From an optimization exercise on the open Yosys and OpenROAD flow, aimed at small area; shortcuts taken in it are not production practice.
Function was checked by simulation only, so behaviour that the tests miss may differ from the original.
Power is estimated from default activity; no workload was simulated.

==> job 2298: inputs <==
==> flow/design.v (excerpt) <==
module PE_array #(
    parameter DATA_WIDTH    = 16 ,
    parameter SYSTOLIC_SIZE = 8
) (
    input                                       clk          ,
    input                                       rst_n        ,
    input                                       reset_pe     ,
    input                                       write_out_en ,
    input  [SYSTOLIC_SIZE * DATA_WIDTH - 1 : 0] wgt_in       ,
    input  [SYSTOLIC_SIZE * DATA_WIDTH - 1 : 0] ifm_in       ,
    output [SYSTOLIC_SIZE * DATA_WIDTH - 1 : 0] ofm_out
);
Settings: LEC_CHECK=0, CAP_MARGIN=20, CORE_MARGIN=2, CORE_UTILIZATION=40, CTS_BUF_LIST=sky130_fd_sc_hd__clkbuf_4 sky130_fd_sc_hd__clkbuf_8, CTS_CLUSTER_SIZE=30, SLEW_MARGIN=20, SYNTH_HIERARCHICAL=1, SYNTH_MINIMUM_KEEP_SIZE=0; clock period 8.0 ns.
run.sh (not shown) runs the stock make flow with config.mk's settings and CLKGATE_MAP_FILE= SYNTH_SCRIPT=/design/flow/synth_recipe.tcl, a recipe that flattens the netlist after the stock synthesis.
==> job 4069 (differences from job 2298) <==
- CORE_UTILIZATION: 40 -> 55
- CTS_BUF_LIST: sky130_fd_sc_hd__clkbuf_4 sky130_fd_sc_hd__clkbuf_8 -> not set
- CTS_CLUSTER_SIZE: 30 -> not set
==> comparison table <==
Result of the run: job 2298 complete, but fails checks; job 4069 complete, no violations
Violated checks: job 2298 antenna rules; job 4069 -
Total clock buffers created by CTS: job 2298 629; job 4069 415
Gate power share: job 2298 0.649; job 4069 0.647
Remaining max-slew budget at the tightest pin: job 2298 0.303; job 4069 0.230
Fraction of standard cell area that is sequential: job 2298 0.257; job 4069 0.259
Number of standard-cell rows in the floorplan: job 2298 300; job 4069 255
Minimum setup slack after placement: job 2298 -0.0717 ns; job 4069 -0.182 ns
DP HPWL: job 2298 586000 µm; job 4069 577000 µm
Final GP Congestion: job 2298 0.894; job 4069 0.903
Combinational cell power: job 2298 90.5 mW; job 4069 90.8 mW
Final-layout clock-cell area share: job 2298 0.0481; job 4069 0.0488
Met1 Resource Use GR: job 2298 0.303; job 4069 0.412
Detailed-route via count: job 2298 183k; job 4069 180k
Clock network fraction of design power: job 2298 0.143; job 4069 0.147
Sequential power: job 2298 29.0 mW; job 4069 28.9 mW
Number of detailed-routing iterations run before antenna repair: job 2298 9; job 4069 6
Number of levels in the clock H-tree: job 2298 6; job 4069 5
Net switching power: job 2298 55.5 mW; job 4069 55.6 mW
Die extent in y: job 2298 821 µm; job 4069 701 µm
Core region area: job 2298 0.666 mm²; job 4069 0.483 mm²
LEAKAGE: job 2298 124 nW; job 4069 124 nW
Total internal power: job 2298 83.8 mW; job 4069 84.6 mW
CP Buf/Inv Count: job 2298 0; job 4069 1


==> build 70 <==
PE_array, a different RTL version from the one above (not shown whole).
clock: 8.0 ns
lec_check: 0
cap_margin: 20
core_margin: 2
core_utilization: 55
cts_cluster_diameter: 100
cts_cluster_size: 30
gpl_timing_driven: 0
slew_margin: 20
synth_hierarchical: 1
synth_minimum_keep_size: 0
==> build 57: changes against build 70 <==
--- a/flow/config.mk
+++ b/flow/config.mk
@@ -10,5 +10,5 @@
 export CORE_UTILIZATION = 55
 export CTS_CLUSTER_DIAMETER = 100
-export CTS_CLUSTER_SIZE = 30
+export CTS_CLUSTER_SIZE = 24
 export GPL_TIMING_DRIVEN = 0
 export SLEW_MARGIN = 20
==> summary.txt <==
                                                                                   build 57                 build 70
Run status                                                                   finished clean           finished clean
Sw power                                                                            61.9 mW                  62.1 mW
Synthesis-to-layout area growth                                                       7.69%                    7.65%
Multi-input gate area in the final layout                                         0.178 mm2                0.178 mm2
Relative slew slack                                                                   17.6%                    15.4%
Antenna Cells                                                                            17                       15
Non-clock buffer contribution to total cell area                                      2.64%                    2.64%
Initial detailed-routing violation count                                             15,800                   15,700
Ratio of cells with drive above 1 in the final layout                                 6.65%                    6.69%
Routed len/inst                                                                     27.0 um                  26.9 um
Worst Setup Slack, final                                                           0.668 ns                 0.647 ns
Number of antenna violations at the first check in global routing                        25                       26
Post-route clock period utilization                                                   91.7%                    91.9%
Tmin final                                                                          7.33 ns                  7.35 ns
Slew @ Worst Pin                                                                    1.23 ns                  1.26 ns
Number of non-filler instances in the completed layout                               29,100                   29,100
Met1 Use GR                                                                           42.7%                    42.6%
Drt total wl                                                                     785,000 um               784,000 um
GR Layer Usage met3                                                                   2.95%                    3.06%
Hold Startpoint                                                    row[5].col[2].bottom[15]  row[0].col[7].bottom[7]
Power in the clock group                                                            13.3 mW                  13.1 mW


==> v19: inputs <==
Another version of the RTL of PE_array (not shown whole).
## PE_array
module PE_array #(
    parameter DATA_WIDTH    = 16 ,
    parameter SYSTOLIC_SIZE = 8
) (
    input                                       clk          ,
    input                                       rst_n        ,
    input                                       reset_pe     ,
    input                                       write_out_en ,
    input  [SYSTOLIC_SIZE * DATA_WIDTH - 1 : 0] wgt_in       ,
    input  [SYSTOLIC_SIZE * DATA_WIDTH - 1 : 0] ifm_in       ,
    output [SYSTOLIC_SIZE * DATA_WIDTH - 1 : 0] ofm_out
);
Settings: LEC_CHECK=0, CAP_MARGIN=20, CORE_MARGIN=2, CORE_UTILIZATION=55, CTS_CLUSTER_DIAMETER=100, CTS_CLUSTER_SIZE=24, GPL_TIMING_DRIVEN=0, SLEW_MARGIN=20, SYNTH_HIERARCHICAL=1, SYNTH_MINIMUM_KEEP_SIZE=0; clock period 8.0 ns.
==> inputs of v7, as changes to v19 <==
==> flow/flow/run.sh (new file) <==
#!/bin/bash
set -euo pipefail
export BUFFER_PORTS_ARGS="-buffer_cell sky130_fd_sc_hd__buf_1"
export CTS_ARGS="-sink_clustering_enable -repair_clock_nets -dont_use_dummy_load -sink_clustering_size 24 -sink_clustering_max_diameter 100"
export REMOVE_ABC_BUFFERS=1
bash standard.sh > standard.log 2>&1
==> flow/standard.sh (new file) <==
#!/bin/bash
# synth_recipe.tcl (not shown) runs the flow's synth.tcl, then flattens the netlist and writes it again
# the make line also repeats each setting of config.mk as NAME=value (left out here)
make -C /OpenROAD-flow-scripts/flow DESIGN_CONFIG=/design/flow/config.mk WORK_HOME=/design/flow/orfs CLKGATE_MAP_FILE= SYNTH_SCRIPT=/design/flow/synth_recipe.tcl "${@:-finish}"
removed: flow/run.sh
==> summary.txt <==
quantity	v19	v7
R2R setup slack	1.03 ns	1.01 ns
Metal-1 WL	325,000 um	321,000 um
Combinational power	0.0972 W	0.0966 W
First-pass iteration count of the detailed router	8	6
Gate power share	0.675	0.678
Vias	178,000	177,000
Worst-skew pair later-pin latency	1.00 ns	0.99 ns
Uppermost signal routing layer after detailed routing	met4	met5
Clock buffers created by TritonCTS	226	224
GR Layer Usage met2	0.531	0.528
Pin count of the biggest net entering global routing	128	97
Clock share of power	0.090	0.084
Post-placement cell count	28,700	28,500
Worst Setup Slack, final	0.695 ns	0.807 ns
Met1 GRT Util	0.431	0.427
Clock-pin slew reported for the worst setup and hold paths after clock tree synthesis	0.09 ns	0.10 ns
Final Non-Filler Cells	29,100	28,800
Sequential cell fraction of total power	0.235	0.238
Result of the run	finished clean	finished clean
Worst Max-Slew Pin Slew	1.28 ns	1.23 ns

==> what the ideal ports hide <==
How much do the figures lean on ideal ports? The routed layouts below were timed once more, with nothing changed but the port constraints.
Step 1 assumes that a clkbuf_16 drives the clock port and a buf_2 every other input.
Step 2, shift: input delay + t, output delay - t, t = (earliest + latest rising clock arrival at the registers) / 2. This alone moves slack from input paths to output paths.
Three values: ideal ports, drivers, drivers and shift; two values: the first two.
| run | t (ns) | setup WS [ns] | clock arrival spread, ns | slew at the worst register clock pin (ns) |
|---|---|---|---|---|
| job 2298 | 1.397 | 0.471 / 0.471 / -0.258 | 0.100 / 0.101 | 0.08 / 0.08 |
| job 4069 | 1.134 | 0.471 / 0.471 / -0.247 | 0.055 / 0.054 | 0.07 / 0.07 |
| build 70 | 1.114 | 0.647 / 0.766 / -0.348 | 0.058 / 0.058 | 0.12 / 0.12 |
| build 57 | 1.121 | 0.668 / 0.771 / -0.350 | 0.053 / 0.053 | 0.10 / 0.10 |
| v19 | 1.108 | 0.695 / 0.799 / -0.310 | 0.047 / 0.047 | 0.11 / 0.11 |
| v7 | 1.093 | 0.807 / 0.914 / -0.178 | 0.112 / 0.113 | 0.11 / 0.11 |
The setup slack of build 57, which loses most, moves by +0.103 ns with the drivers and by -1.018 ns with both steps.
